This is an optimization exercise on Yosys and OpenROAD, whose aim is small area, a short achievable clock period and few clock cycles per item, not a production implementation. RTL that was checked went through simulation tests only; none was proved equivalent to the original. No functional check of the RTL was part of runs 2 to 6.

==> design/flow/design.v <==
module sha1_block (
    input wire clk,
    input wire rst,
    input wire start,
    input wire [159:0] context_in,
    input wire [511:0] block,
    output wire done,
    output wire [159:0] context_out);
reg [6:0] round;
reg [159:0] ctx;
wire [159:0] context_next;
assign done = round == 80;
wire [31:0] h0 = context_in[159:128];
wire [31:0] h1 = context_in[127:96];
wire [31:0] h2 = context_in[95:64];
wire [31:0] h3 = context_in[63:32];
wire [31:0] h4 = context_in[31:0];
wire [31:0] a = ctx[159:128];
wire [31:0] b = ctx[127:96];
wire [31:0] c = ctx[95:64];
wire [31:0] d = ctx[63:32];
wire [31:0] e = ctx[31:0];
wire [31:0] w;
wire [31:0] k = (round <= 19) ? 32'h5A827999 :
                (round <= 39) ? 32'h6ED9EBA1 :
                (round <= 59) ? 32'h8F1BBCDC :
                                32'hCA62C1D6;
reg [31:0] f;
wire [31:0] f_zero = ((h1 & h2) | (~h1 & h3));  
wire [31:0] f_next_20;
wire [31:0] f_next_40;
wire [31:0] f_next_60;
wire [31:0] f_next_80;
assign context_out = {h0+a, h1+b, h2+c, h3+d, h4+e};
w_machine w_machine (.clk(clk), .load(start), .block(block), .w(w));
sha1_round sha1_round (
    .context_in(ctx),
    .w(w), .k(k), .f(f),
    .context_out(context_next),
    .f_next_20(f_next_20),
    .f_next_40(f_next_40),
    .f_next_60(f_next_60),
    .f_next_80(f_next_80));
always @(posedge clk)
begin
    if (rst) begin
        round <= 81;  
    end else if (start) begin
        round <= 0;
        ctx <= context_in;
        f <= f_zero;
    end else begin
        if (round != 81)  
            round <= (round + 1) % 128;
        ctx <= context_next;
        if (round+1 <= 19)  
            f <= f_next_20;
        else if (round+1 <= 39)
            f <= f_next_40;
        else if (round+1 <= 59)
            f <= f_next_60;
        else
            f <= f_next_80;
    end
end
endmodule
module w_machine (
    input wire clk,
    input wire load,
    input wire [511:0] block,
    output wire [31:0] w);
reg [511:0] state;
assign w = state[511:480];
wire [31:0] w_im3 = state[95:64];
wire [31:0] w_im8 = state[255:224];
wire [31:0] w_im14 = state[447:416];
wire [31:0] w_im16 = state[511:480];
wire [31:0] w_temp = w_im3 ^ w_im8 ^ w_im14 ^ w_im16;
wire [31:0] w_next = {w_temp[30:0], w_temp[31]};
always @(posedge clk)
begin
    if (load)
        state <= block;
    else begin
        state <= {state[479:0], w_next};
    end
end
endmodule
module sha1_round (
    input wire [159:0] context_in,
    input wire [31:0] w,
    input wire [31:0] k,
    input wire [31:0] f,
    output wire [159:0] context_out,
    output wire [31:0] f_next_20,
    output wire [31:0] f_next_40,
    output wire [31:0] f_next_60,
    output wire [31:0] f_next_80);
wire [31:0] a_in = context_in[159:128];
wire [31:0] b_in = context_in[127:96];
wire [31:0] c_in = context_in[95:64];
wire [31:0] d_in = context_in[63:32];
wire [31:0] e_in = context_in[31:0];
wire [31:0] a_out = {a_in[26:0], a_in[31:27]} + f + e_in + k + w;
wire [31:0] b_out = a_in;
wire [31:0] c_out = {b_in[1:0],b_in[31:2]};
wire [31:0] d_out = c_in;
wire [31:0] e_out = d_in;
assign f_next_20 = ((b_out & c_out) | (~b_out & d_out));
assign f_next_40 = (b_out ^ c_out ^ d_out);
assign f_next_60 = ((b_out & c_out) | (b_out & d_out) | (c_out & d_out));
assign f_next_80 = (b_out ^ c_out ^ d_out);
assign context_out = {a_out, b_out, c_out, d_out, e_out};
endmodule
==> design/flow/run.sh <==
#!/bin/bash
# synth_recipe.tcl (not shown) runs the flow's synth.tcl, then flattens the netlist and writes it again
# the make line also repeats each setting of config.mk as NAME=value (left out here)
make -C /OpenROAD-flow-scripts/flow DESIGN_CONFIG=/design/flow/config.mk WORK_HOME=/design/flow/orfs CLKGATE_MAP_FILE= SYNTH_SCRIPT=/design/flow/synth_recipe.tcl finish
==> design/flow/config.mk <==
export PLATFORM = sky130hd
export DESIGN_NAME = sha1_block
export DESIGN_NICKNAME = sha1_block
export VERILOG_FILES = /design/flow/design.v
export SDC_FILE = /design/flow/constraint.sdc
export NUM_CORES = 4
export LEC_CHECK = 0
export CAP_MARGIN = 20
export CORE_MARGIN = 2
export CORE_UTILIZATION = 40
export PLACE_DENSITY = 0.6
export SLEW_MARGIN = 20
==> design/flow/constraint.sdc <==
create_clock -name core_clock -period 6.0 [get_ports {clk}]
set_input_delay 1.2000 -clock core_clock [delete_from_list [all_inputs] [get_ports {clk}]]
set_output_delay 1.2000 -clock core_clock [all_outputs]
set_load 0.01 [all_outputs]
==> results of run 1 <==
per-layer routing:
metal	track usage	vias up	routed length (µm)
li1	-	14748	-
met1	0.317	14742	56000
met2	0.451	1057	66100
met3	0.0722	258	10100
met4	0.0848	52	4550
met5	0	-	312
registers in the layout (all words and copies together), names as in the netlist:
| signal | count |
|---|---|
| round | 7 |
| f | 32 |
| w_machine.state | 512 |
| ctx | 160 |
cell type report:
class                           instances  area (µm²)
Antenna cell                           24        60.1
Clock buffer                          121        2400
Clock inverter                         29         332
Fill cell                            8896       45500
Inverter                              277        1040
Multi-Input combinational cell       2519       21900
Sequential cell                       711       16200
Tap cell                             1287        1610
Timing Repair Buffer                  949        9290
worst max path at each step:
stage / depth (start not counted) / slack, ns / end
after global routing: 11 / -0.02 / context_out[158]
after detailed placement: 13 / -0.06 / context_out[95]
after floorplan: 3 / 0.30 / round[2]
after CTS: 11 / 0.02 / context_out[117]
after global placement: 13 / -0.05 / context_out[95]
final: 11 / 0.08 / context_out[85]
cells by family (layout without fill, tap and decap cells):
group | Yosys count | count (layout) | share of synthesized area
AOI/OAI and AO/OA | 748 | 748 | 0.122
DFF | 711 | 711 | 0.408
muxes | 648 | 648 | 0.182
and+or+nand+nor | 538 | 538 | 0.0652
buffers and inverters | 414 | 1376 | 0.0403
adders and majority gates | 319 | 319 | 0.124
xor gates and xnor gates | 266 | 266 | 0.0588
other | 0 | 24 | 0
timing repair:
item / CTS / global route
pin swaps: 1 / 7
setup buffers: 1 / 3
setup endpoints to repair: 2 / 20
resized for setup: 1 / 15
critical path, delay by kind of cell:
family	cells	cell delay, ns
xor+xnor	1	0.14
simple gates	3	0.88
buf+inv	2	1.18
compound gates	4	1.00
fa+ha+maj	1	0.32
cell usage after synthesis, types with 5 or more instances:
master	count
sky130_fd_sc_hd__or3_1	14
sky130_fd_sc_hd__a21o_1	87
sky130_fd_sc_hd__and2_1	26
sky130_fd_sc_hd__a21boi_0	6
sky130_fd_sc_hd__a211oi_1	50
sky130_fd_sc_hd__o31ai_1	16
sky130_fd_sc_hd__nor3b_1	5
sky130_fd_sc_hd__o21bai_1	18
sky130_fd_sc_hd__o21ai_0	157
sky130_fd_sc_hd__and4_1	7
sky130_fd_sc_hd__edfxtp_1	192
sky130_fd_sc_hd__xor2_1	37
sky130_fd_sc_hd__fa_1	123
sky130_fd_sc_hd__or2_2	5
sky130_fd_sc_hd__xnor2_1	229
sky130_fd_sc_hd__o21ba_2	5
sky130_fd_sc_hd__nand3_1	41
sky130_fd_sc_hd__nand4_1	17
sky130_fd_sc_hd__a211o_1	39
sky130_fd_sc_hd__a221oi_1	7
sky130_fd_sc_hd__o2111ai_1	6
sky130_fd_sc_hd__o21a_1	36
sky130_fd_sc_hd__a31oi_1	18
sky130_fd_sc_hd__buf_4	5
sky130_fd_sc_hd__mux2_2	582
sky130_fd_sc_hd__clkbuf_1	124
sky130_fd_sc_hd__nand2b_1	31
sky130_fd_sc_hd__mux2i_1	66
sky130_fd_sc_hd__inv_1	277
sky130_fd_sc_hd__a22oi_1	5
sky130_fd_sc_hd__nor2b_1	24
sky130_fd_sc_hd__dfxtp_1	519
sky130_fd_sc_hd__and3_1	19
sky130_fd_sc_hd__nand2_1	200
sky130_fd_sc_hd__nor2_1	106
sky130_fd_sc_hd__ha_1	196
sky130_fd_sc_hd__o21ai_1	42
sky130_fd_sc_hd__a21oi_1	187
sky130_fd_sc_hd__o211ai_1	28
sky130_fd_sc_hd__nor3_1	24
per-stage QoR:
stage	instances	utilization	setup TNS [ns]	cell area (µm²)
after global placement	5739	0.508	-0.0515	49900
after floorplan	3644	-	0	39600
after global routing	5910	0.537	-0.0403	52800
after detailed placement	5739	0.508	-0.0766	49900
final	5917	0.537	0	52800
after CTS	5890	0.536	0	52700
==> impl_metrics.env, run 1 <==
export IMPL_cts_path_max_buffers=3
export IMPL_ys_async_sr_fraction=0
export IMPL_critPathMaxStageDelay_ns=0.60
export IMPL_crit_chain="clkdlybuf4s50_1 > ha_1 > and4_1 > and3_1 > a221oi_2 > o21ai_1 > or3_1 > a31o_1 > a21oi_1 > xnor2_1 > clkdlybuf4s50_1"
export IMPL_crit_top_cell="sky130_fd_sc_hd__clkdlybuf4s50_1"
export IMPL_finalNetCount=5534
export IMPL_worst_clock_skew_ns=0.0428
export IMPL_placement_setup_worst_slack_ns=-0.0629
export IMPL_layout_common_cells="sky130_fd_sc_hd__clkdlybuf4s50_1, sky130_fd_sc_hd__mux2_2, sky130_fd_sc_hd__dfxtp_1, sky130_fd_sc_hd__inv_1, sky130_fd_sc_hd__xnor2_1"
export IMPL_dp_hpwl_mm=111
export IMPL_timing_max_transition_violations_final=0
export IMPL_critical_path_max_fanout=4
export IMPL_ys_top_cells_by_area="sky130_fd_sc_hd__dfxtp_1, sky130_fd_sc_hd__mux2_2, sky130_fd_sc_hd__edfxtp_1"
export IMPL_global_route_wire_length_before_repair_mm=199
export IMPL_route_detailed_drc=0
export IMPL_final_period_minus_worst_setup_slack_ns=5.92
export IMPL_count_of_endpoints_failing_setup_in_the_final_report=0
export IMPL_path_clk_slew_ns=0.06
export IMPL_postSynthRegisterBits=711
export IMPL_path_class="in2out"
export IMPL_routed_wire_length_per_instance_um=23.2
export IMPL_final_antenna_net_count=0
export IMPL_synth_top_area_share=0.262
export IMPL_hp_class="reg2reg"
export IMPL_synth_edff_count=192
export IMPL_post_synth_num_cell_types=73
export IMPL_core_rowCount=115
export IMPL_yosysSeqAreaShare=0.408
export IMPL_cts_root_buffer_cell="sky130_fd_sc_hd__clkbuf_16"
export IMPL_chip_width_um=319
export IMPL_grt_start_max_net_pins=194
export IMPL_synthFlopType="sky130_fd_sc_hd__dfxtp_1"
export IMPL_cp_required_ns=4.80
export IMPL_yosysWarnings=2
export IMPL_cts_hold_buffers_added=0
export IMPL_mappedNetlistArea_mm2=0.0396
export IMPL_synthToLayoutAreaGrowth_pct=33.4
export IMPL_floorplan_die_area_mm2=0.102
export IMPL_critical_path_startpoint="context_in[70]"
export IMPL_detail_route_vias_per_cell=5.21
export IMPL_worst_r2r_endpoint="ctx[156]"
export IMPL_floorplan_initialDensity=0.403
export IMPL_clock_sinks=711
export IMPL_detailroute_via_count=30857
export IMPL_die_h_um=319
export IMPL_synth_top_area_cell="sky130_fd_sc_hd__dfxtp_1"
export IMPL_crit_path_end_kind="output port"
export IMPL_reg2reg_setup_slack_ns=0.54
export IMPL_cp_arrival_ns=4.72
export IMPL_holdCritStartpoint="w_machine.state[300]"
export IMPL_globalRouteOverflowTotal=0
export IMPL_fmax_mhz=169
export IMPL_worstSetupStartpointType="input port"
export IMPL_routed_wirelength_mm=137
export IMPL_timing_hold_violations_final=0
export IMPL_initial_antenna_violation_count=63
export IMPL_drt_pass1_iter_count=6
export IMPL_rsz0062_at_grt="true"
export IMPL_net_count_of_the_mapped_netlist=4638
export IMPL_insertion_delay_ns=0.66
export IMPL_cts_buffers=82
export IMPL_max_slew_margin=0.292
export IMPL_tritoncts_clock_tree="done"
export IMPL_netlist_instances=3644
export IMPL_core_area_mm2=0.0983
export IMPL_place_port_buffers=835
export IMPL_placer_congestion=0.955
export IMPL_hold_critical_path_endpoint="w_machine.state[332]"
export IMPL_setup_slack_ns=0.0783
export IMPL_critical_path_reg2reg_startpoint="round[0]"
export IMPL_whs_ns=0.432
export IMPL_tightest_slew_ns=1.06
export IMPL_h_tree_depth=3
export IMPL_max_cap_violations=0
export IMPL_ios=836
export IMPL_cells_on_worst_hold_path=1
export IMPL_timing_final_crit_share=0.987
export IMPL_worst_r2r_cell_count=16
export IMPL_drt_iter0_markers=2223
export IMPL_globalRouteTotalUtil=0.263
export IMPL_drive_above_1_share=0.188
export IMPL_grt_pass1_vias=31208
export IMPL_run_status="complete, no violations"
export IMPL_syn_mean_instance_area_um2=10.9
export IMPL_layout_commonest_cell="sky130_fd_sc_hd__clkdlybuf4s50_1"
export IMPL_cpMaxStageDelayCell="sky130_fd_sc_hd__clkdlybuf4s50_1"
Testbench counts, summed over its fixed seeds: cycles 41,984, blocks 512.
==> inputs of run 2 (changes only) <==
==> design/flow/design.v (replaced) <==
module sha1_block (
    input wire clk,
    input wire rst,
    input wire start,
    input wire [159:0] context_in,
    input wire [511:0] block,
    output wire done,
    output wire [159:0] context_out);
reg [31:0] a, b, c, d, e;
reg [511:0] win;         
reg [31:0] p;            
reg [31:0] q;            
reg [5:0] cnt;           
reg [1:0] ph;            
reg busy;
reg done_r;
assign done = done_r;
assign context_out = {a, b, c, d, e};
wire [31:0] h0 = context_in[159:128];
wire [31:0] h1 = context_in[127:96];
wire [31:0] h2 = context_in[95:64];
wire [31:0] h3 = context_in[63:32];
wire [31:0] h4 = context_in[31:0];
function [31:0] rotl5(input [31:0] x); rotl5 = {x[26:0], x[31:27]}; endfunction
function [31:0] rotr2(input [31:0] x); rotr2 = {x[1:0], x[31:2]}; endfunction
function [31:0] rotl1(input [31:0] x); rotl1 = {x[30:0], x[31]}; endfunction
function [31:0] kconst(input [1:0] g);
    case (g)
        2'd0: kconst = 32'h5A827999;
        2'd1: kconst = 32'h6ED9EBA1;
        2'd2: kconst = 32'h8F1BBCDC;
        default: kconst = 32'hCA62C1D6;
    endcase
endfunction
function [31:0] ffun(input [1:0] g, input [31:0] x, input [31:0] y, input [31:0] z);
    case (g)
        2'd0: ffun = (x & y) | (~x & z);
        2'd2: ffun = (x & y) | (x & z) | (y & z);
        default: ffun = x ^ y ^ z;
    endcase
endfunction
wire last = busy && (cnt == 6'd40);
wire pre_last = busy && (cnt == 6'd39);
wire [1:0] ph_n = start ? 2'd0 :
                  (cnt == 6'd10) ? 2'd1 :
                  (cnt == 6'd20) ? 2'd2 :
                  (cnt == 6'd30) ? 2'd3 : ph;
wire [31:0] x13 = win[95:64];
wire [31:0] x8  = win[255:224];
wire [31:0] x2  = win[447:416];
wire [31:0] x0  = win[511:480];
wire [31:0] x14 = win[63:32];
wire [31:0] x9  = win[223:192];
wire [31:0] x3  = win[415:384];
wire [31:0] x1  = win[479:448];
wire [31:0] ws0 = rotl1(x13 ^ x8 ^ x2 ^ x0);
wire [31:0] ws1 = rotl1(x14 ^ x9 ^ x3 ^ x1);
wire [2:0] bsel = start ? 3'd0 : cnt[2:0];
wire [63:0] bpair = block[511 - 64*bsel -: 64];
wire from_block = start || (cnt < 6'd8);
wire [31:0] wn0 = from_block ? bpair[63:32] : ws0;
wire [31:0] wn1 = from_block ? bpair[31:0] : ws1;
wire [31:0] fa = ffun(ph, b, c, d);
wire [31:0] a1 = rotl5(a) + fa + p;
wire [31:0] fb = ffun(ph, a, rotr2(b), c);
wire [31:0] s2 = fb + q;
wire [31:0] a2 = rotl5(a1) + s2;
wire [31:0] k_n = last ? 32'd0 : kconst(ph_n);
wire [31:0] p_n = (start ? h4 : c) + k_n + (last ? h4 : wn0);
wire [31:0] q_n = (start ? h3 : rotr2(b)) + k_n + (last ? h3 : wn1) +
                  (pre_last ? h0 : 32'd0);
always @(posedge clk) begin
    if (rst) begin
        busy <= 1'b0;
        done_r <= 1'b0;
    end else begin
        done_r <= last;
        if (start) busy <= 1'b1;
        else if (last) busy <= 1'b0;
    end
    if (start) cnt <= 6'd1;
    else cnt <= cnt + 6'd1;
    ph <= ph_n;
    win <= {win[447:0], wn0, wn1};
    p <= p_n;
    q <= q_n;
    if (start) begin
        a <= h0; b <= h1; c <= h2; d <= h3; e <= h4;
    end else begin
        a <= a2;
        b <= a1 + (last ? h1 : 32'd0);
        c <= rotr2(a) + (last ? h2 : 32'd0);
        d <= last ? q_n : rotr2(b);
        e <= last ? p_n : c;
    end
end
endmodule
==> impl_metrics.env, run 2 <==
export IMPL_drive_above_1_share=0.247
export IMPL_global_route_wire_length_before_repair_mm=283
export IMPL_routed_wirelength_mm=203
export IMPL_fill_cells=9231
export IMPL_cp_required_ns=6.52
export IMPL_ys_async_sr_fraction=0
export IMPL_layout_common_cells="sky130_fd_sc_hd__buf_4, sky130_fd_sc_hd__clkdlybuf4s50_1, sky130_fd_sc_hd__dfxtp_1, sky130_fd_sc_hd__nand2_1, sky130_fd_sc_hd__inv_1"
export IMPL_yosysWarnings=1
export IMPL_final_antenna_net_count=0
export IMPL_layout_commonest_cell="sky130_fd_sc_hd__buf_4"
export IMPL_commonest_cells_post_synth="sky130_fd_sc_hd__dfxtp_1, sky130_fd_sc_hd__nand2_1, sky130_fd_sc_hd__inv_1, sky130_fd_sc_hd__o21ai_0, sky130_fd_sc_hd__xnor2_1"
export IMPL_crit_top_cell="sky130_fd_sc_hd__a21o_1"
export IMPL_synth_top_area_cell="sky130_fd_sc_hd__dfxtp_1"
export IMPL_cts_buffers=79
export IMPL_insertion_delay_ns=0.65
export IMPL_worst_clock_skew_ns=0.0438
export IMPL_cts_hold_buffers_added=0
export IMPL_core_rowCount=120
export IMPL_crit_path_end_kind="flop"
export IMPL_synth_top_area_share=0.348
export IMPL_final_period_minus_worst_setup_slack_ns=6.78
export IMPL_synth_edff_count=0
export IMPL_postSynthRegisterBits=746
export IMPL_hp_class="reg2reg"
export IMPL_finish_cell_count_without_fillers=7884
export IMPL_path_clk_slew_ns=0.07
export IMPL_cp_arrival_ns=7.30
export IMPL_dp_hpwl_mm=168
export IMPL_timing_hold_violations_final=0
export IMPL_fmax_mhz=147
export IMPL_critPathMaxStageDelay_ns=0.51
export IMPL_post_synth_num_cell_types=100
export IMPL_run_status="complete, but fails checks"
export IMPL_floorplan_die_area_mm2=0.110
export IMPL_die_h_um=331
export IMPL_syn_mean_instance_area_um2=9.03
export IMPL_tritoncts_clock_tree="done"
export IMPL_timing_max_transition_violations_final=0
export IMPL_grt_pass1_vias=41593
export IMPL_max_slew_margin=0.347
export IMPL_grt_start_max_net_pins=93
export IMPL_placer_congestion=1.00
export IMPL_rsz0062_at_grt="true"
export IMPL_tightest_slew_ns=0.969
export IMPL_largest_register="win"
export IMPL_detail_route_vias_per_cell=5.26
export IMPL_ys_top_cells_by_area="sky130_fd_sc_hd__dfxtp_1, sky130_fd_sc_hd__fa_1, sky130_fd_sc_hd__xnor2_1"
export IMPL_globalRouteOverflowTotal=0
export IMPL_route_detailed_drc=0
export IMPL_setup_slack_ns=-0.780
export IMPL_cts_path_max_buffers=3
export IMPL_timing_final_crit_share=1.13
export IMPL_finalNetCount=7485
export IMPL_netlist_instances=4752
export IMPL_drt_iter0_markers=3262
export IMPL_routed_wire_length_per_instance_um=25.7
export IMPL_place_port_buffers=835
export IMPL_net_count_of_the_mapped_netlist=5845
export IMPL_multiInputGateArea_mm2=0.0276
export IMPL_globalRouteTotalUtil=0.356
export IMPL_initial_antenna_violation_count=41
export IMPL_h_tree_depth=3
export IMPL_chip_width_um=331
export IMPL_critical_path_max_fanout=4
export IMPL_clock_sinks=746
export IMPL_cpMaxStageDelayCell="sky130_fd_sc_hd__fa_2"
export IMPL_detailroute_via_count=41508
export IMPL_yosysSeqAreaShare=0.348
export IMPL_final_seq_area_mm2=0.0151
export IMPL_placedCellCount=7619
export IMPL_most_numerous_cell_in_the_yosys_netlist="sky130_fd_sc_hd__dfxtp_1"
export IMPL_max_cap_violations=0
export IMPL_count_of_endpoints_failing_setup_in_the_final_report=30
export IMPL_synthFlopType="sky130_fd_sc_hd__dfxtp_1"
export IMPL_so_faults="setup timing"
export IMPL_ios=836
export IMPL_cts_root_buffer_cell="sky130_fd_sc_hd__clkbuf_16"
export IMPL_worstSetupStartpointType="flop"
export IMPL_mappedNetlistArea_mm2=0.0429
export IMPL_floorplan_initialDensity=0.402
export IMPL_largest_reg_flops=512
export IMPL_drt_pass1_iter_count=6
export IMPL_synthToLayoutAreaGrowth_pct=51.4
export IMPL_core_area_mm2=0.107
export IMPL_path_class="reg2reg"
export IMPL_placement_setup_worst_slack_ns=-1.10
run 2: cell types whose count changed in the layout (fill, tap and decap cells not counted), moves of 64 or more:
cell / change
sky130_fd_sc_hd__nand2_1: +438
sky130_fd_sc_hd__inv_1: +105
sky130_fd_sc_hd__mux2_2: -560
sky130_fd_sc_hd__nor2_1: +148
sky130_fd_sc_hd__mux4_2: +64
sky130_fd_sc_hd__buf_4: +735
sky130_fd_sc_hd__fa_1: +80
sky130_fd_sc_hd__o21ai_0: +97
sky130_fd_sc_hd__edfxtp_1: -192
sky130_fd_sc_hd__dfxtp_1: +184
run 2: layer usage:
| layer | routed length (µm) | vias to the layer above | track usage |
|---|---|---|---|
| li1 | - | 19312 | - |
| met1 | 82100 | 20059 | 0.442 |
| met2 | 95200 | 1723 | 0.596 |
| met3 | 14100 | 396 | 0.0634 |
| met4 | 11500 | 18 | 0.179 |
| met5 | 101 | - | 0 |
run 2: cell families (layout without fill, tap and decap cells):
| kind of cell | Yosys count | after routing | share of synthesized area |
|---|---|---|---|
| mux | 226 | 226 | 0.0722 |
| fa+ha+maj | 418 | 418 | 0.161 |
| flops | 746 | 746 | 0.348 |
| other cells | 0 | 26 | 0 |
| xor+xnor | 359 | 359 | 0.0741 |
| simple gates | 1279 | 1279 | 0.132 |
| buf+inv | 631 | 2334 | 0.0566 |
| compound gates | 1093 | 1093 | 0.156 |
run 2: what timing repair did:
item | 4_1_cts | 5_1_grt
setup buffers | 31 | 71
pin swaps | 103 | 162
resized for setup | 179 | 305
hold endpoints to repair | 0 | 0
setup endpoints to repair | 78 | 91
gates cloned | 2 | 3
run 2: area by class of cell:
type | count | share of cell area
Tap cell | 1403 | 0.0270
Antenna cell | 26 | 0.00100
Timing Repair Buffer | 1760 | 0.247
Clock buffer | 104 | 0.0339
Inverter | 430 | 0.0252
Multi-Input combinational cell | 3375 | 0.425
Clock inverter | 40 | 0.00892
Sequential cell | 746 | 0.232
run 2: critical path, delay by kind of cell, from the launching register on:
kind / cells / cell delay, ns
compound gates: 15 / 2.95
xor+xnor: 2 / 0.45
fa+ha+maj: 5 / 1.80
buf+inv: 3 / 0.27
flops: 1 / 0.33
mux: 1 / 0.22
simple gates: 4 / 0.62
run 2: path summary, 6_finish.rpt:
path | from | endpoint | slack, ns | depth (start not counted)
max | d[6] | a[24] | -0.78 | 30
min | win[278] | win[342] | 0.29 | 0
max reg2reg | d[6] | a[24] | -0.78 | 30
min reg2reg | win[278] | win[342] | 0.29 | 0
run 2: per-stage QoR:
stage | setup TNS, ns | utilization | hold slack [ns] | cell area (µm²)
2_1_floorplan | -2.98 | - | 0.310 | 43700
3_3_place_gp | -66.45 | 0.556 | 0.310 | 59400
3_5_place_dp | -70.03 | 0.556 | 0.312 | 59400
4_1_cts | -8.37 | 0.591 | 0.304 | 63100
5_1_grt | -16.47 | 0.608 | 0.302 | 64900
6_report | -9.89 | 0.608 | 0.290 | 64900
==> inputs of run 3 (changes only) <==
--- a/design/flow/config.mk
+++ b/design/flow/config.mk
@@ -7,6 +7,7 @@
 export LEC_CHECK = 0
 export CAP_MARGIN = 20
 export CORE_MARGIN = 2
-export CORE_UTILIZATION = 40
-export PLACE_DENSITY = 0.6
+export CORE_UTILIZATION = 50
+export PLACE_DENSITY = 0.65
+export SETUP_SLACK_MARGIN = 2.5
 export SLEW_MARGIN = 20
==> impl_metrics.env, run 3 <==
export IMPL_synthFlopType="sky130_fd_sc_hd__dfxtp_1"
export IMPL_initial_antenna_violation_count=57
export IMPL_critical_path_max_fanout=2
export IMPL_globalRouteTotalUtil=0.451
export IMPL_synth_edff_count=0
export IMPL_insertion_delay_ns=0.65
export IMPL_max_slew_margin=0.354
export IMPL_core_rowCount=107
export IMPL_dp_hpwl_mm=164
export IMPL_so_faults="setup timing"
export IMPL_mappedNetlistArea_mm2=0.0429
export IMPL_die_h_um=297
export IMPL_detail_route_vias_per_cell=5.80
export IMPL_crit_top_cell="sky130_fd_sc_hd__o21ai_2"
export IMPL_largest_reg_flops=512
export IMPL_max_cap_violations=0
export IMPL_post_synth_num_cell_types=100
export IMPL_hp_class="reg2reg"
export IMPL_layout_common_cells="sky130_fd_sc_hd__clkdlybuf4s50_1, sky130_fd_sc_hd__buf_4, sky130_fd_sc_hd__dfxtp_1, sky130_fd_sc_hd__nand2_1, sky130_fd_sc_hd__inv_1"
export IMPL_cts_buffers=76
export IMPL_synth_top_area_cell="sky130_fd_sc_hd__dfxtp_1"
export IMPL_placer_congestion=1.07
export IMPL_largest_register="win"
export IMPL_h_tree_depth=3
export IMPL_critical_path_buf_inv_count=6
export IMPL_ios=836
export IMPL_globalRouteOverflowTotal=0
export IMPL_global_route_wire_length_before_repair_mm=291
export IMPL_count_of_endpoints_failing_setup_in_the_final_report=62
export IMPL_cts_path_max_buffers=3
export IMPL_timing_max_transition_violations_final=0
export IMPL_tightest_slew_ns=0.961
export IMPL_commonest_cells_post_synth="sky130_fd_sc_hd__dfxtp_1, sky130_fd_sc_hd__nand2_1, sky130_fd_sc_hd__inv_1, sky130_fd_sc_hd__o21ai_0, sky130_fd_sc_hd__xnor2_1"
export IMPL_critPathMaxStageDelay_ns=0.55
export IMPL_final_antenna_net_count=0
export IMPL_drive_above_1_share=0.273
export IMPL_finalNetCount=7494
export IMPL_syn_mean_instance_area_um2=9.03
export IMPL_path_class="reg2reg"
export IMPL_cpMaxStageDelayCell="sky130_fd_sc_hd__fa_2"
export IMPL_final_period_minus_worst_setup_slack_ns=6.76
export IMPL_worstSetupStartpointType="flop"
export IMPL_routed_wirelength_mm=216
export IMPL_net_count_of_the_mapped_netlist=5845
export IMPL_drt_iter0_markers=4576
export IMPL_layout_commonest_cell="sky130_fd_sc_hd__clkdlybuf4s50_1"
export IMPL_cp_required_ns=6.57
export IMPL_run_status="complete, but fails checks"
export IMPL_most_numerous_cell_in_the_yosys_netlist="sky130_fd_sc_hd__dfxtp_1"
export IMPL_path_clk_slew_ns=0.07
export IMPL_fmax_mhz=148
export IMPL_grt_start_max_net_pins=143
export IMPL_floorplan_die_area_mm2=0.0881
export IMPL_floorplan_initialDensity=0.504
export IMPL_crit_path_end_kind="flop"
export IMPL_rsz0062_at_grt="true"
export IMPL_route_detailed_drc=0
export IMPL_cts_root_buffer_cell="sky130_fd_sc_hd__clkbuf_16"
export IMPL_synth_top_area_share=0.348
export IMPL_tritoncts_clock_tree="done"
export IMPL_clock_sinks=746
export IMPL_worst_clock_skew_ns=0.0260
export IMPL_core_area_mm2=0.0851
export IMPL_ys_top_cells_by_area="sky130_fd_sc_hd__dfxtp_1, sky130_fd_sc_hd__fa_1, sky130_fd_sc_hd__xnor2_1"
export IMPL_yosysWarnings=1
export IMPL_timing_hold_violations_final=0
export IMPL_netlist_instances=4752
export IMPL_setup_slack_ns=-0.764
export IMPL_routed_wire_length_per_instance_um=28.2
export IMPL_place_port_buffers=835
export IMPL_worst_path_top_cell_family_by_delay="compound AO/OA/AOI/OAI gates"
export IMPL_reg2reg_setup_slack_ns=-0.76
export IMPL_drt_pass1_iter_count=8
export IMPL_detailroute_via_count=44390
export IMPL_cp_arrival_ns=7.33
export IMPL_sum_of_negative_setup_slack_ns=-14.31
export IMPL_timing_final_crit_share=1.13
export IMPL_chip_width_um=297
export IMPL_yosysSeqAreaShare=0.348
export IMPL_synthToLayoutAreaGrowth_pct=54.6
export IMPL_grt_pass1_vias=43358
export IMPL_postSynthRegisterBits=746
export IMPL_ys_async_sr_fraction=0
[run 3: cell families (layout without fill, tap and decap cells)]
kind of cell               count (synthesis)  after routing  synth area share
AOI/OAI and AO/OA                       1093           1093             0.156
xor gates and xnor gates                 359            359            0.0741
adders and majority gates                418            418             0.161
buffers and inverters                    631           2341            0.0566
DFF                                      746            746             0.348
muxes                                    226            226            0.0722
other                                      0             50                 0
and+or+nand+nor                         1279           1279             0.132
[run 3: area by class of cell]
class / instances / area, µm²
tap: 1144 / 1430
antenna: 50 / 125
multi-input combinational: 3375 / 29000
clock inverter: 35 / 464
clock buffer: 104 / 2180
inverter: 430 / 1640
fill: 5699 / 18800
timing repair buffer: 1772 / 16400
sequential: 746 / 15100
[run 3: metal layers]
layer | global-route usage | wire length [µm]
met5 | 0 | 131
met2 | 0.724 | 98300
met1 | 0.530 | 76300
met3 | 0.0889 | 20500
met4 | 0.353 | 20900
[run 3: what timing repair did]
| action | 4_1_cts | 5_1_grt |
|---|---|---|
| endpoints found under the setup margin | 217 | 219 |
| gates cloned | 4 | 3 |
| buffers inserted | 78 | 88 |
| hold buffers | 0 | 0 |
| pin swaps | 177 | 225 |
| gates resized for setup | 387 | 379 |
[run 3: worst paths after layout]
| check | start | end | cells after the start |
|---|---|---|---|
| setup / recovery | d[4] | a[31] | 33 |
| hold / removal | win[114] | win[178] | 0 |
| setup reg to reg | d[4] | a[31] | 33 |
| hold reg to reg | win[114] | win[178] | 0 |
[run 3: metrics by stage]
step	worst slack, ns	instance area [µm²]	utilization	std cells	hold WS (ns)
CTS	-0.648	63800	0.749	7515	0.322
global placement	-1.01	58700	0.690	7294	0.310
global route	-1.00	66300	0.778	7649	0.324
finish	-0.764	66300	0.779	7656	0.322
floorplan	-0.458	43900	-	4752	0.310
detailed placement	-1.11	58700	0.690	7294	0.312
==> inputs of run 4 (changes only) <==
==> design/flow/design.v (replaced) <==
module sha1_block (
    input wire clk,
    input wire rst,
    input wire start,
    input wire [159:0] context_in,
    input wire [511:0] block,
    output wire done,
    output wire [159:0] context_out);
reg [31:0] a, b, c, d, e;
reg [511:0] win;         
reg [31:0] s;            
reg [31:0] pw;           
reg [6:0] cnt;           
reg [1:0] gk;            
reg [1:0] gf;            
reg busy;
reg pre_last;            
reg done_r;
assign done = done_r;
assign context_out = {a, b, c, d, e};
wire [31:0] h0 = context_in[159:128];
wire [31:0] h1 = context_in[127:96];
wire [31:0] h2 = context_in[95:64];
wire [31:0] h3 = context_in[63:32];
wire [31:0] h4 = context_in[31:0];
function [31:0] rotl5(input [31:0] x); rotl5 = {x[26:0], x[31:27]}; endfunction
function [31:0] rotr2(input [31:0] x); rotr2 = {x[1:0], x[31:2]}; endfunction
function [31:0] rotl2(input [31:0] x); rotl2 = {x[29:0], x[31:30]}; endfunction
function [31:0] rotl1(input [31:0] x); rotl1 = {x[30:0], x[31]}; endfunction
function [31:0] kconst(input [1:0] g);
    case (g)
        2'd0: kconst = 32'h5A827999;
        2'd1: kconst = 32'h6ED9EBA1;
        2'd2: kconst = 32'h8F1BBCDC;
        default: kconst = 32'hCA62C1D6;
    endcase
endfunction
function [31:0] ffun(input [1:0] g, input [31:0] x, input [31:0] y, input [31:0] z);
    case (g)
        2'd0: ffun = (x & y) | (~x & z);
        2'd2: ffun = (x & y) | (x & z) | (y & z);
        default: ffun = x ^ y ^ z;
    endcase
endfunction
wire q1 = busy && (cnt == 7'd1);
wire q2 = busy && (cnt == 7'd2);
wire last = busy && (cnt == 7'd82);        
wire [31:0] wx = rotl1(win[95:64] ^ win[255:224] ^ win[447:416] ^ win[511:480]);
wire [31:0] wb = block[511 - 32*cnt[3:0] -: 32];
wire [31:0] wn = start ? block[511:480] : (cnt < 7'd16) ? wb : wx;
wire [31:0] wq1 = win[31:0];                
wire [31:0] a_n = rotl5(a) + s;
wire [31:0] s_n = ffun(gf, a, rotr2(b), c) + pw;
wire [31:0] pw_n = c + kconst(gk) + wq1 + (pre_last ? h0 : 32'd0);
always @(posedge clk) begin
    if (rst) begin
        busy <= 1'b0;
        done_r <= 1'b0;
    end else begin
        done_r <= last;
        if (start) busy <= 1'b1;
        else if (last) busy <= 1'b0;
    end
    pre_last <= busy && !start && (cnt == 7'd79);
    if (start) cnt <= 7'd1;
    else cnt <= cnt + 7'd1;
    gf <= gk;
    if (start || cnt < 7'd20) gk <= 2'd0;
    else if (cnt < 7'd40) gk <= 2'd1;
    else if (cnt < 7'd60) gk <= 2'd2;
    else gk <= 2'd3;
    win <= {win[479:0], wn};
    s <= s_n;
    pw <= pw_n;
    if (start) begin
        a <= rotl2(h2);
        b <= rotl2(h3);
        c <= h4;
    end else begin
        a <= q1 ? h1 : q2 ? h0 : a_n;
        b <= last ? a + h1 : a;
        c <= last ? rotr2(b) + h2 : rotr2(b);
    end
    d <= last ? c + h3 : c;
    e <= last ? d + h4 : d;
end
endmodule
--- a/design/flow/config.mk
+++ b/design/flow/config.mk
@@ -9,5 +9,5 @@
 export CORE_MARGIN = 2
 export CORE_UTILIZATION = 50
 export PLACE_DENSITY = 0.65
-export SETUP_SLACK_MARGIN = 2.5
+export SETUP_SLACK_MARGIN = 3.0
 export SLEW_MARGIN = 20
==> impl_metrics.env, run 4 <==
export IMPL_hp_class="reg2reg"
export IMPL_finalNetCount=5690
export IMPL_crit_chain="buf_12 > ha_4 > nor2_4 > fa_1 > fa_1 > inv_1 > ha_1 > a21o_1 > a21oi_2 > nor2b_1 > o21a_1 > o2111ai_2 > a41oi_4 > o2111ai_4 > a21oi_4 > a221oi_2 > xnor2_1"
export IMPL_dpl_instance_area_mm2=0.0473
export IMPL_synth_compound_area_frac=0.165
export IMPL_placement_setup_worst_slack_ns=1.15
export IMPL_tightest_slew_ns=1.16
export IMPL_setup_slack_ns=1.82
export IMPL_yosysSeqAreaShare=0.404
export IMPL_synthToLayoutAreaGrowth_pct=43.8
export IMPL_ys_async_sr_fraction=0
export IMPL_largest_reg_flops=512
export IMPL_cts_root_buffer_cell="sky130_fd_sc_hd__clkbuf_16"
export IMPL_post_synth_num_cell_types=88
export IMPL_critical_path_buf_inv_count=2
export IMPL_finish_instance_area_mm2=0.0534
export IMPL_synth_area_mux_share=0.101
export IMPL_dp_hpwl_mm=125
export IMPL_count_of_endpoints_failing_setup_in_the_final_report=0
export IMPL_reg2reg_setup_slack_ns=1.82
export IMPL_timing_max_transition_violations_final=0
export IMPL_placer_congestion=1.02
export IMPL_grt_pass1_vias=33270
export IMPL_worstSetupStartpointType="flop"
export IMPL_destination_of_the_critical_timing_path="pw[28]"
export IMPL_worst_clock_skew_ns=0.0323
export IMPL_chip_width_um=277
export IMPL_critical_path_startpoint="gk[1]"
export IMPL_layout_common_cells="sky130_fd_sc_hd__clkdlybuf4s50_1, sky130_fd_sc_hd__dfxtp_1, sky130_fd_sc_hd__nand2_1, sky130_fd_sc_hd__o21ai_0, sky130_fd_sc_hd__a21oi_1"
export IMPL_cpMaxStageDelayCell="sky130_fd_sc_hd__fa_1"
export IMPL_clock_sinks=750
export IMPL_synth_edff_count=0
export IMPL_routed_wirelength_mm=163
export IMPL_ys_top_cells_by_area="sky130_fd_sc_hd__dfxtp_1, sky130_fd_sc_hd__ha_1, sky130_fd_sc_hd__mux4_2"
export IMPL_h_tree_depth=3
export IMPL_synth_top_area_cell="sky130_fd_sc_hd__dfxtp_1"
export IMPL_fin_util=0.729
export IMPL_max_cap_violations=0
export IMPL_timing_final_crit_share=0.697
export IMPL_final_antenna_net_count=0
export IMPL_cp_num_cells=17
export IMPL_syn_mean_instance_area_um2=10.0
export IMPL_fmax_mhz=239
export IMPL_largest_register="win"
export IMPL_detail_route_vias_per_cell=5.91
export IMPL_floorplan_die_area_mm2=0.0765
export IMPL_cts_buffers=77
export IMPL_detailroute_via_count=33930
export IMPL_layout_commonest_cell="sky130_fd_sc_hd__clkdlybuf4s50_1"
export IMPL_synthFlopType="sky130_fd_sc_hd__dfxtp_1"
export IMPL_netlist_instances=3718
export IMPL_final_period_minus_worst_setup_slack_ns=4.18
export IMPL_worst_r2r_endpoint="pw[28]"
export IMPL_ios=836
export IMPL_critPathMaxStageDelay_ns=0.53
export IMPL_core_rowCount=99
export IMPL_routed_wire_length_per_instance_um=28.4
export IMPL_run_status="complete, no violations"
export IMPL_die_h_um=277
export IMPL_max_slew_margin=0.226
export IMPL_cp_required_ns=6.53
export IMPL_drt_pass1_iter_count=6
export IMPL_crit_top_cell="sky130_fd_sc_hd__fa_1"
export IMPL_drt_iter0_markers=2829
export IMPL_route_detailed_drc=0
export IMPL_global_route_wire_length_before_repair_mm=225
export IMPL_grt_start_max_net_pins=103
export IMPL_critical_path_max_fanout=5
export IMPL_post_synthesis_xor_xnor_area_fraction=0.0669
export IMPL_post_synth_fa_ha_maj_area_fraction=0.130
export IMPL_most_numerous_cell_in_the_yosys_netlist="sky130_fd_sc_hd__dfxtp_1"
export IMPL_worst_r2r_cell_count=17
export IMPL_path_class="reg2reg"
export IMPL_commonest_cells_post_synth="sky130_fd_sc_hd__dfxtp_1, sky130_fd_sc_hd__nand2_1, sky130_fd_sc_hd__o21ai_0, sky130_fd_sc_hd__a21oi_1, sky130_fd_sc_hd__ha_1"
export IMPL_synth_top_family_by_area="compound AO/OA/AOI/OAI gates"
export IMPL_floorplan_initialDensity=0.507
export IMPL_timing_hold_violations_final=0
export IMPL_sum_of_negative_setup_slack_ns=0
export IMPL_initial_antenna_violation_count=52
export IMPL_synth_top_area_share=0.404
export IMPL_mappedNetlistArea_mm2=0.0372
export IMPL_rsz0062_at_grt="true"
export IMPL_insertion_delay_ns=0.66
export IMPL_postSynthRegisterBits=750
export IMPL_globalRouteOverflowTotal=0
export IMPL_globalRouteTotalUtil=0.405
export IMPL_place_port_buffers=835
export IMPL_worst_path_top_cell_family_by_delay="compound AO/OA/AOI/OAI gates"
export IMPL_tritoncts_clock_tree="done"
export IMPL_critical_path_reg2reg_startpoint="gk[1]"
export IMPL_drive_above_1_share=0.211
export IMPL_fill_cells=5385
export IMPL_core_area_mm2=0.0733
export IMPL_crit_path_end_kind="flop"
export IMPL_path_clk_slew_ns=0.07
export IMPL_cp_arrival_ns=4.71
export IMPL_cts_path_max_buffers=3
export IMPL_net_count_of_the_mapped_netlist=4722
export IMPL_yosysWarnings=1
export IMPL_post_synth_and_or_nand_nor_area_fraction=0.101
==> run 4: cell families after synthesis <==
logic type / Yosys count
multiplexers: 213
flip-flops: 750
AO/OA/AOI/OAI: 980
adder cells (fa/ha/maj): 330
XOR/XNOR: 284
AND/OR/NAND/NOR: 835
buffers and inverters: 326
==> run 4: through the flow <==
step                      hold slack (ns)  cells
final                               0.309   5741
after global routing                0.324   5735
after CTS                           0.309   5624
after detailed placement            0.312   5392
after global placement              0.310   5392
after floorplan                     0.310   3718
==> run 4: repair_timing <==
action | 4_1_cts | 5_1_grt
gates cloned | 2 | 2
gates resized for setup | 450 | 257
hold buffers | 0 | 0
endpoints found under the setup margin | 294 | 161
buffers inserted | 92 | 78
pin swaps | 152 | 124
==> run 4: worst min path at each step <==
stage,start,endpoint,slack [ns],cells past startpoint
floorplan,win[96],win[128],0.31,0
global placement,win[373],win[405],0.31,0
detailed placement,win[403],win[435],0.31,0
CTS,win[270],win[302],0.31,0
global route,win[474],win[506],0.32,0
finish,win[270],win[302],0.31,0
==> run 4: area by class of cell <==
cell class	instances	area, µm²	area share
clock inverter	32	364	0.00681
timing repair buffer	1036	10000	0.187
tap	959	1200	0.0225
multi-input combinational	2644	23700	0.443
antenna	37	92.6	0.00173
clock buffer	106	2230	0.0417
sequential	750	15200	0.285
inverter	177	674	0.0126
==> run 4: routing by layer <==
metal | vias to the layer above | GRT usage | wire length, µm
li1 | 15243 | - | -
met1 | 16527 | 0.461 | 59000
met2 | 1655 | 0.649 | 74900
met3 | 489 | 0.108 | 14600
met4 | 16 | 0.312 | 14600
met5 | - | 0 | 95
==> inputs of run 5 (changes only) <==
--- a/design/flow/config.mk
+++ b/design/flow/config.mk
@@ -9,5 +9,4 @@
 export CORE_MARGIN = 2
 export CORE_UTILIZATION = 50
 export PLACE_DENSITY = 0.65
-export SETUP_SLACK_MARGIN = 3.0
 export SLEW_MARGIN = 20
==> impl_metrics.env, run 5 <==
export IMPL_route_detailed_drc=0
export IMPL_cts_buffers=76
export IMPL_layout_common_cells="sky130_fd_sc_hd__clkdlybuf4s50_1, sky130_fd_sc_hd__dfxtp_1, sky130_fd_sc_hd__nand2_1, sky130_fd_sc_hd__o21ai_0, sky130_fd_sc_hd__a21oi_1"
export IMPL_routed_wire_length_per_instance_um=27.3
export IMPL_worst_clock_skew_ns=0.0233
export IMPL_fmax_mhz=193
export IMPL_setup_slack_ns=0.815
export IMPL_yosysWarnings=1
export IMPL_most_numerous_cell_in_the_yosys_netlist="sky130_fd_sc_hd__dfxtp_1"
export IMPL_ys_async_sr_fraction=0
export IMPL_whs_ns=0.322
export IMPL_worstSetupStartpointType="flop"
export IMPL_synthToLayoutAreaGrowth_pct=32.0
export IMPL_hp_class="reg2reg"
export IMPL_post_synth_num_cell_types=88
export IMPL_drt_iter0_markers=2950
export IMPL_syn_mean_instance_area_um2=10.0
export IMPL_sum_of_negative_setup_slack_ns=0
export IMPL_placement_setup_worst_slack_ns=0.871
export IMPL_cp_required_ns=6.49
export IMPL_netlist_instances=3718
export IMPL_max_cap_violations=0
export IMPL_floorplan_initialDensity=0.507
export IMPL_detailroute_via_count=32231
export IMPL_finalNetCount=5517
export IMPL_path_class="reg2reg"
export IMPL_largest_register="win"
export IMPL_core_rowCount=99
export IMPL_crit_path_end_kind="flop"
export IMPL_ys_top_cells_by_area="sky130_fd_sc_hd__dfxtp_1, sky130_fd_sc_hd__ha_1, sky130_fd_sc_hd__mux4_2"
export IMPL_insertion_delay_ns=0.62
export IMPL_floorplan_die_area_mm2=0.0765
export IMPL_cp_arrival_ns=5.68
export IMPL_placer_congestion=1.06
export IMPL_worst_r2r_cell_count=17
export IMPL_timing_max_transition_violations_final=0
export IMPL_synthFlopType="sky130_fd_sc_hd__dfxtp_1"
export IMPL_cts_path_max_buffers=3
export IMPL_chip_width_um=277
export IMPL_synth_edff_count=0
export IMPL_drive_above_1_share=0.0716
export IMPL_commonest_cells_post_synth="sky130_fd_sc_hd__dfxtp_1, sky130_fd_sc_hd__nand2_1, sky130_fd_sc_hd__o21ai_0, sky130_fd_sc_hd__a21oi_1, sky130_fd_sc_hd__ha_1"
export IMPL_run_status="complete, no violations"
export IMPL_largest_reg_flops=512
export IMPL_final_antenna_net_count=0
export IMPL_cts_post_setup_buffers_inserted=0
export IMPL_yosysSeqAreaShare=0.404
export IMPL_tritoncts_clock_tree="done"
export IMPL_synth_top_area_cell="sky130_fd_sc_hd__dfxtp_1"
export IMPL_mappedNetlistArea_mm2=0.0372
export IMPL_dp_hpwl_mm=123
export IMPL_rsz0062_at_grt="false"
export IMPL_destination_of_the_critical_timing_path="pw[29]"
export IMPL_net_count_of_the_mapped_netlist=4722
export IMPL_globalRouteTotalUtil=0.383
export IMPL_post_cts_resized_instances=0
export IMPL_routed_wirelength_mm=151
export IMPL_initial_antenna_violation_count=37
export IMPL_globalRouteOverflowTotal=0
export IMPL_count_of_endpoints_failing_setup_in_the_final_report=0
export IMPL_drt_pass1_iter_count=5
export IMPL_critical_path_reg2reg_startpoint="gk[0]"
export IMPL_place_port_buffers=835
export IMPL_detail_route_vias_per_cell=5.82
export IMPL_core_area_mm2=0.0733
export IMPL_fin_util=0.669
export IMPL_final_period_minus_worst_setup_slack_ns=5.19
export IMPL_critical_path_max_fanout=6
export IMPL_cts_root_buffer_cell="sky130_fd_sc_hd__clkbuf_16"
export IMPL_layout_commonest_cell="sky130_fd_sc_hd__clkdlybuf4s50_1"
export IMPL_clock_sinks=750
export IMPL_grt_start_max_net_pins=100
export IMPL_postSynthRegisterBits=750
export IMPL_path_clk_slew_ns=0.07
export IMPL_synth_top_area_share=0.404
export IMPL_timing_hold_violations_final=0
export IMPL_worst_r2r_endpoint="pw[29]"
export IMPL_reg2reg_setup_slack_ns=0.81
export IMPL_critical_path_startpoint="gk[0]"
export IMPL_global_route_wire_length_before_repair_mm=213
export IMPL_timing_final_crit_share=0.864
export IMPL_max_slew_margin=0.295
export IMPL_grt_pass1_vias=31355
export IMPL_h_tree_depth=3
export IMPL_cts_hold_buffers_added=0
export IMPL_ios=836
export IMPL_die_h_um=277
export IMPL_tightest_slew_ns=1.05
## run 5: cell counts after synthesis
No cell type changed its count.
## run 5: final cells by class
class                           instances  area, µm²
Antenna cell                           18       45.0
Clock buffer                          100       2120
Clock inverter                         29        420
Fill cell                            5902      24300
Inverter                              177        664
Multi-Input combinational cell       2642      21000
Sequential cell                       750      15000
Tap cell                              959       1200
Timing Repair Buffer                  866       8620
## run 5: logic make-up after synthesis
group / share of synthesized area
compound gates: 0.165
mux: 0.101
xor+xnor: 0.0669
fa+ha+maj: 0.130
flops: 0.404
buf+inv: 0.0335
simple gates: 0.101
## run 5: routing by layer
metal,global-route usage,share of wire,vias up
met2,0.611,0.46,1528
met5,0,0.00097,-
met3,0.101,0.091,376
met1,0.468,0.39,15466
met4,0.225,0.064,22
li1,-,-,14839
## run 5: worst min-delay path by stage
stage | start | endpoint | slack (ns) | cells past startpoint
floorplan | win[96] | win[128] | 0.31 | 0
global placement | win[48] | win[80] | 0.31 | 0
detailed placement | win[113] | win[145] | 0.31 | 0
CTS | win[389] | win[421] | 0.32 | 0
global route | win[194] | win[226] | 0.32 | 0
finish | win[147] | win[179] | 0.32 | 0
## run 5: worst max-delay path, cell delays in order (launching register included)
cell,delay (ns)
sky130_fd_sc_hd__dfxtp_1,0.44
sky130_fd_sc_hd__inv_1,0.14
sky130_fd_sc_hd__ha_1,0.31
sky130_fd_sc_hd__o21ai_0,0.65
sky130_fd_sc_hd__fa_1,0.53
sky130_fd_sc_hd__inv_1,0.08
sky130_fd_sc_hd__fa_1,0.41
sky130_fd_sc_hd__ha_1,0.32
sky130_fd_sc_hd__nor2b_1,0.14
sky130_fd_sc_hd__o21a_1,0.19
sky130_fd_sc_hd__o211ai_1,0.18
sky130_fd_sc_hd__a21boi_0,0.23
sky130_fd_sc_hd__o311ai_2,0.57
sky130_fd_sc_hd__nor3_1,0.12
sky130_fd_sc_hd__a21oi_1,0.30
sky130_fd_sc_hd__o21bai_1,0.10
sky130_fd_sc_hd__a21o_1,0.19
sky130_fd_sc_hd__xor2_1,0.14
## run 5: stage by stage
| step | cell area, µm² | cells |
|---|---|---|
| 2_1_floorplan | 37200 | 3718 |
| 3_5_place_dp | 46500 | 5394 |
| 5_1_grt | 49100 | 5537 |
| 4_1_cts | 49000 | 5523 |
| 6_report | 49100 | 5541 |
| 3_3_place_gp | 46500 | 5394 |
==> inputs of run 6 (changes only) <==
==> design/flow/design.v (replaced) <==
module sha1_block (
    input wire clk,
    input wire rst,
    input wire start,
    input wire [159:0] context_in,
    input wire [511:0] block,
    output wire done,
    output wire [159:0] context_out);
reg [31:0] a, b, c, d, e;
reg [511:0] win;         
reg [31:0] s;            
reg [31:0] pw;           
reg [6:0] cnt;           
reg [1:0] gk;            
reg [2:0] gf;            
reg busy;
reg f1, f2, f80, f81, f82;   
reg done_r;
assign done = done_r;
assign context_out = {a, b, c, pw, s};
wire [31:0] h0 = context_in[159:128];
wire [31:0] h1 = context_in[127:96];
wire [31:0] h2 = context_in[95:64];
wire [31:0] h3 = context_in[63:32];
wire [31:0] h4 = context_in[31:0];
function [31:0] rotl5(input [31:0] x); rotl5 = {x[26:0], x[31:27]}; endfunction
function [31:0] rotr2(input [31:0] x); rotr2 = {x[1:0], x[31:2]}; endfunction
function [31:0] rotl2(input [31:0] x); rotl2 = {x[29:0], x[31:30]}; endfunction
function [31:0] rotl1(input [31:0] x); rotl1 = {x[30:0], x[31]}; endfunction
function [31:0] kconst(input [1:0] g);
    case (g)
        2'd0: kconst = 32'h5A827999;
        2'd1: kconst = 32'h6ED9EBA1;
        2'd2: kconst = 32'h8F1BBCDC;
        default: kconst = 32'hCA62C1D6;
    endcase
endfunction
wire [31:0] wx = rotl1(win[95:64] ^ win[255:224] ^ win[447:416] ^ win[511:480]);
wire [31:0] wb = block[511 - 32*cnt[3:0] -: 32];
wire [31:0] wn = start ? block[511:480] : (cnt < 7'd16) ? wb : wx;
wire [31:0] wq1 = win[31:0];                
wire [31:0] x = a, y = rotr2(b), z = c;
wire [31:0] f = ({32{gf[0]}} & ((x & y) | (~x & z))) |
                ({32{gf[1]}} & (x ^ y ^ z)) |
                ({32{gf[2]}} & ((x & y) | (x & z) | (y & z)));
wire [31:0] a_n = rotl5(a) + s;
wire [31:0] s_n = f + pw;
wire [31:0] pw_w = f81 ? h4 : f82 ? h3 : wq1;
wire [31:0] pw_k = (f81 || f82) ? 32'd0 : kconst(gk);
wire [31:0] pw_n = c + pw_k + pw_w + (f80 ? h0 : 32'd0);
always @(posedge clk) begin
    if (rst) begin
        busy <= 1'b0;
        done_r <= 1'b0;
    end else begin
        done_r <= busy && f82;
        if (start) busy <= 1'b1;
        else if (f82) busy <= 1'b0;
    end
    if (start) cnt <= 7'd1;
    else cnt <= cnt + 7'd1;
    f1 <= start;
    f2 <= f1;
    f80 <= busy && !start && (cnt == 7'd79);
    f81 <= busy && !start && (cnt == 7'd80);
    f82 <= busy && !start && (cnt == 7'd81);
    if (start || cnt < 7'd20) gk <= 2'd0;
    else if (cnt < 7'd40) gk <= 2'd1;
    else if (cnt < 7'd60) gk <= 2'd2;
    else gk <= 2'd3;
    gf <= f81 ? 3'b000 :
          (gk == 2'd0) ? 3'b001 :
          (gk == 2'd2) ? 3'b100 : 3'b010;
    win <= {win[479:0], wn};
    s <= s_n;
    pw <= pw_n;
    if (start) begin
        a <= rotl2(h2);
        b <= rotl2(h3);
        c <= h4;
    end else begin
        a <= f1 ? h1 : f2 ? h0 : a_n;
        b <= f82 ? a + h1 : a;
        c <= f82 ? rotr2(b) + h2 : rotr2(b);
    end
    d <= c;
    e <= d;
end
endmodule
==> design/flow/flow/run.sh (new file) <==
#!/bin/bash
# The standard ORFS layout (standard.sh), except that the buffers ORFS puts on
# every input and output port are the smallest buffer cell instead of the
# resizer's default choice.
set -euo pipefail
bash standard.sh BUFFER_PORTS_ARGS="-buffer_cell sky130_fd_sc_hd__buf_1" finish > flow_make.log 2>&1
==> design/flow/standard.sh (new file) <==
#!/bin/bash
# synth_recipe.tcl (not shown) runs the flow's synth.tcl, then flattens the netlist and writes it again
# the make line also repeats each setting of config.mk as NAME=value (left out here)
make -C /OpenROAD-flow-scripts/flow DESIGN_CONFIG=/design/flow/config.mk WORK_HOME=/design/flow/orfs CLKGATE_MAP_FILE= SYNTH_SCRIPT=/design/flow/synth_recipe.tcl "${@:-finish}"
--- a/design/flow/config.mk
+++ b/design/flow/config.mk
@@ -9,4 +9,5 @@
 export CORE_MARGIN = 2
 export CORE_UTILIZATION = 50
 export PLACE_DENSITY = 0.65
+export SETUP_SLACK_MARGIN = 2.7
 export SLEW_MARGIN = 20
removed: design/flow/run.sh
==> impl_metrics.env, run 6 <==
export IMPL_run_status="complete, no violations"
export IMPL_crit_top_cell="sky130_fd_sc_hd__a21oi_2"
export IMPL_netlist_instances=3123
export IMPL_critPathMaxStageDelay_ns=0.49
export IMPL_synth_edff_count=0
export IMPL_drt_iter0_markers=3413
export IMPL_yosysSeqAreaShare=0.422
export IMPL_commonest_cells_post_synth="sky130_fd_sc_hd__dfxtp_1, sky130_fd_sc_hd__nand2_1, sky130_fd_sc_hd__o21ai_0, sky130_fd_sc_hd__a21oi_1, sky130_fd_sc_hd__ha_1"
export IMPL_grt_pass1_vias=28610
export IMPL_ios=836
export IMPL_placer_congestion=1.03
export IMPL_ys_top_cells_by_area="sky130_fd_sc_hd__dfxtp_1, sky130_fd_sc_hd__mux4_2, sky130_fd_sc_hd__ha_1"
export IMPL_worst_clock_skew_ns=0.0375
export IMPL_postSynthRegisterBits=691
export IMPL_sum_of_negative_setup_slack_ns=0
export IMPL_fill_cells=5388
export IMPL_cts_buffers=74
export IMPL_detail_route_vias_per_cell=5.96
export IMPL_global_route_wire_length_before_repair_mm=195
export IMPL_die_h_um=260
export IMPL_initial_antenna_violation_count=50
export IMPL_max_cap_violations=0
export IMPL_finish_instance_area_mm2=0.0422
export IMPL_most_numerous_cell_in_the_yosys_netlist="sky130_fd_sc_hd__dfxtp_1"
export IMPL_dpl_instance_area_mm2=0.0370
export IMPL_drt_pass1_iter_count=6
export IMPL_grt_start_max_net_pins=81
export IMPL_globalRouteOverflowTotal=0
export IMPL_final_period_minus_worst_setup_slack_ns=4.57
export IMPL_final_antenna_net_count=0
export IMPL_max_slew_margin=0.242
export IMPL_place_port_buffers=835
export IMPL_synthFlopType="sky130_fd_sc_hd__dfxtp_1"
export IMPL_floorplan_die_area_mm2=0.0676
export IMPL_core_rowCount=93
export IMPL_critical_path_max_fanout=3
export IMPL_crit_chain="buf_1 > mux2i_1 > nor2_1 > a21oi_2 > fa_1 > inv_1 > fa_1 > ha_4 > fa_2 > a21o_1 > a21oi_2 > o21bai_2 > a2111oi_4 > o21bai_2 > a21o_1 > a21oi_2 > nor2b_2 > o41ai_2 > xnor2_1"
export IMPL_cp_required_ns=6.50
export IMPL_drive_above_1_share=0.164
export IMPL_worst_path_top_cell_family_by_delay="compound AO/OA/AOI/OAI gates"
export IMPL_ys_async_sr_fraction=0
export IMPL_chip_width_um=260
export IMPL_largest_register="win"
export IMPL_cts_path_max_buffers=3
export IMPL_timing_hold_violations_final=0
export IMPL_route_detailed_drc=0
export IMPL_cpMaxStageDelayCell="sky130_fd_sc_hd__fa_1"
export IMPL_net_count_of_the_mapped_netlist=4061
export IMPL_clock_sinks=691
export IMPL_layout_commonest_cell="sky130_fd_sc_hd__buf_1"
export IMPL_worstSetupStartpointType="input port"
export IMPL_path_class="in2reg"
export IMPL_timing_max_transition_violations_final=0
export IMPL_yosysWarnings=1
export IMPL_timing_final_crit_share=0.761
export IMPL_mappedNetlistArea_mm2=0.0328
export IMPL_core_area_mm2=0.0646
export IMPL_post_synth_num_cell_types=76
export IMPL_globalRouteTotalUtil=0.405
export IMPL_floorplan_initialDensity=0.507
export IMPL_rsz0062_at_grt="true"
export IMPL_tightest_slew_ns=1.14
export IMPL_dp_hpwl_mm=109
export IMPL_routed_wirelength_mm=142
export IMPL_detailroute_via_count=29744
export IMPL_fmax_mhz=219
export IMPL_insertion_delay_ns=0.63
export IMPL_path_clk_slew_ns=0.06
export IMPL_h_tree_depth=3
export IMPL_layout_common_cells="sky130_fd_sc_hd__buf_1, sky130_fd_sc_hd__dfxtp_1, sky130_fd_sc_hd__nand2_1, sky130_fd_sc_hd__o21ai_0, sky130_fd_sc_hd__a21oi_1"
export IMPL_reg2reg_setup_slack_ns=1.47
export IMPL_routed_wire_length_per_instance_um=28.5
export IMPL_critical_path_buf_inv_count=2
export IMPL_largest_reg_flops=512
export IMPL_cp_arrival_ns=5.07
export IMPL_finalNetCount=4991
export IMPL_crit_path_end_kind="flop"
export IMPL_tritoncts_clock_tree="done"
export IMPL_synthToLayoutAreaGrowth_pct=28.8
export IMPL_cts_root_buffer_cell="sky130_fd_sc_hd__clkbuf_16"
export IMPL_synth_top_area_share=0.422
export IMPL_synth_top_area_cell="sky130_fd_sc_hd__dfxtp_1"
export IMPL_hp_class="reg2reg"
export IMPL_syn_mean_instance_area_um2=10.5
export IMPL_count_of_endpoints_failing_setup_in_the_final_report=0
[run 6: cell types whose count changed after synthesis, moves of 32 or more]
cell / before / now
sky130_fd_sc_hd__nand2_1: 387 / 287
sky130_fd_sc_hd__xor2_1: 117 / 85
sky130_fd_sc_hd__o21ai_0: 322 / 251
sky130_fd_sc_hd__dfxtp_1: 750 / 691
sky130_fd_sc_hd__a222oi_1: 0 / 32
sky130_fd_sc_hd__ha_1: 237 / 168
sky130_fd_sc_hd__a21oi_1: 242 / 200
sky130_fd_sc_hd__nor2_1: 175 / 141
[run 6: final timing paths]
kind	startpoint	cells after the start	to
worst max-delay path	context_in[33]	19	pw[19]
worst min-delay path	win[308]	0	win[340]
worst max register to register	gk[1]	18	pw[19]
worst min register to register	win[308]	0	win[340]
[run 6: repair_timing]
item                                    4_1_cts  5_1_grt
hold buffers                                  0        0
buffers inserted                             82       38
resized for setup                           208      108
pin swaps                                    78       74
cloned                                        3        0
endpoints found under the setup margin      107       83
[run 6: metal layers]
| metal | GRT usage | vias to the layer above | routed length [µm] |
|---|---|---|---|
| met5 | 0 | - | 138 |
| met4 | 0.229 | 20 | 9190 |
| met3 | 0.115 | 443 | 15700 |
| met2 | 0.630 | 1925 | 63400 |
| met1 | 0.505 | 14317 | 54100 |
| li1 | - | 13039 | - |
[run 6: cells by family after synthesis]
logic type / count (synthesis) / synth area share
compound gates: 784 / 0.152
flops: 691 / 0.422
simple gates: 606 / 0.0818
buf+inv: 293 / 0.0337
fa+ha+maj: 264 / 0.123
xor+xnor: 243 / 0.0650
mux: 242 / 0.123
[run 6: area by class of cell]
cell class,count,area (µm²),area share
tap,855,1070,0.0254
timing repair buffer,987,4640,0.110
antenna,25,62.6,0.00148
sequential,691,14000,0.331
clock inverter,41,646,0.0153
inverter,160,604,0.0143
clock buffer,95,2080,0.0494
multi-input combinational,2139,19100,0.453
[run 6: per-stage QoR]
stage	std cells	worst slack [ns]	hold slack [ns]	utilization
CTS	4930	1.55	0.305	0.640
global placement	4709	0.774	0.310	0.573
finish	4993	1.43	0.296	0.653
floorplan	3123	1.27	0.310	-
global route	4991	1.33	0.307	0.653
detailed placement	4709	0.708	0.312	0.573

==> static timing again, ports no longer ideal <==
In the flow no input, the clock included, has a driving cell. The finished layouts below were timed again as built, in two steps.
Step 1, drivers: a clkbuf_16 drives clk and a buf_2 each remaining input, both assumed.
Step 2, shift: input delay + t, output delay - t, t = (earliest + latest rising clock arrival at the registers) / 2. This alone moves slack from input paths to output paths.
Slacks: ideal / step 1 / step 2; pairs: ideal / step 1.
run	t, ns	setup WS [ns]	latest minus earliest clock arrival (ns)
run 1	0.702	0.078 / 0.038 / 0.038	0.049 / 0.050
run 2	0.705	-0.780 / -0.780 / -0.780	0.045 / 0.045
run 3	0.689	-0.764 / -0.764 / -1.030	0.026 / 0.027
run 4	0.711	1.818 / 1.818 / 1.260	0.032 / 0.032
run 5	0.678	0.815 / 0.815 / 0.809	0.026 / 0.026
run 6	0.680	1.431 / 1.467 / 0.795	0.046 / 0.045
The setup slack of run 6, which loses most, moves by +0.036 ns with the drivers and by -0.636 ns with both steps.
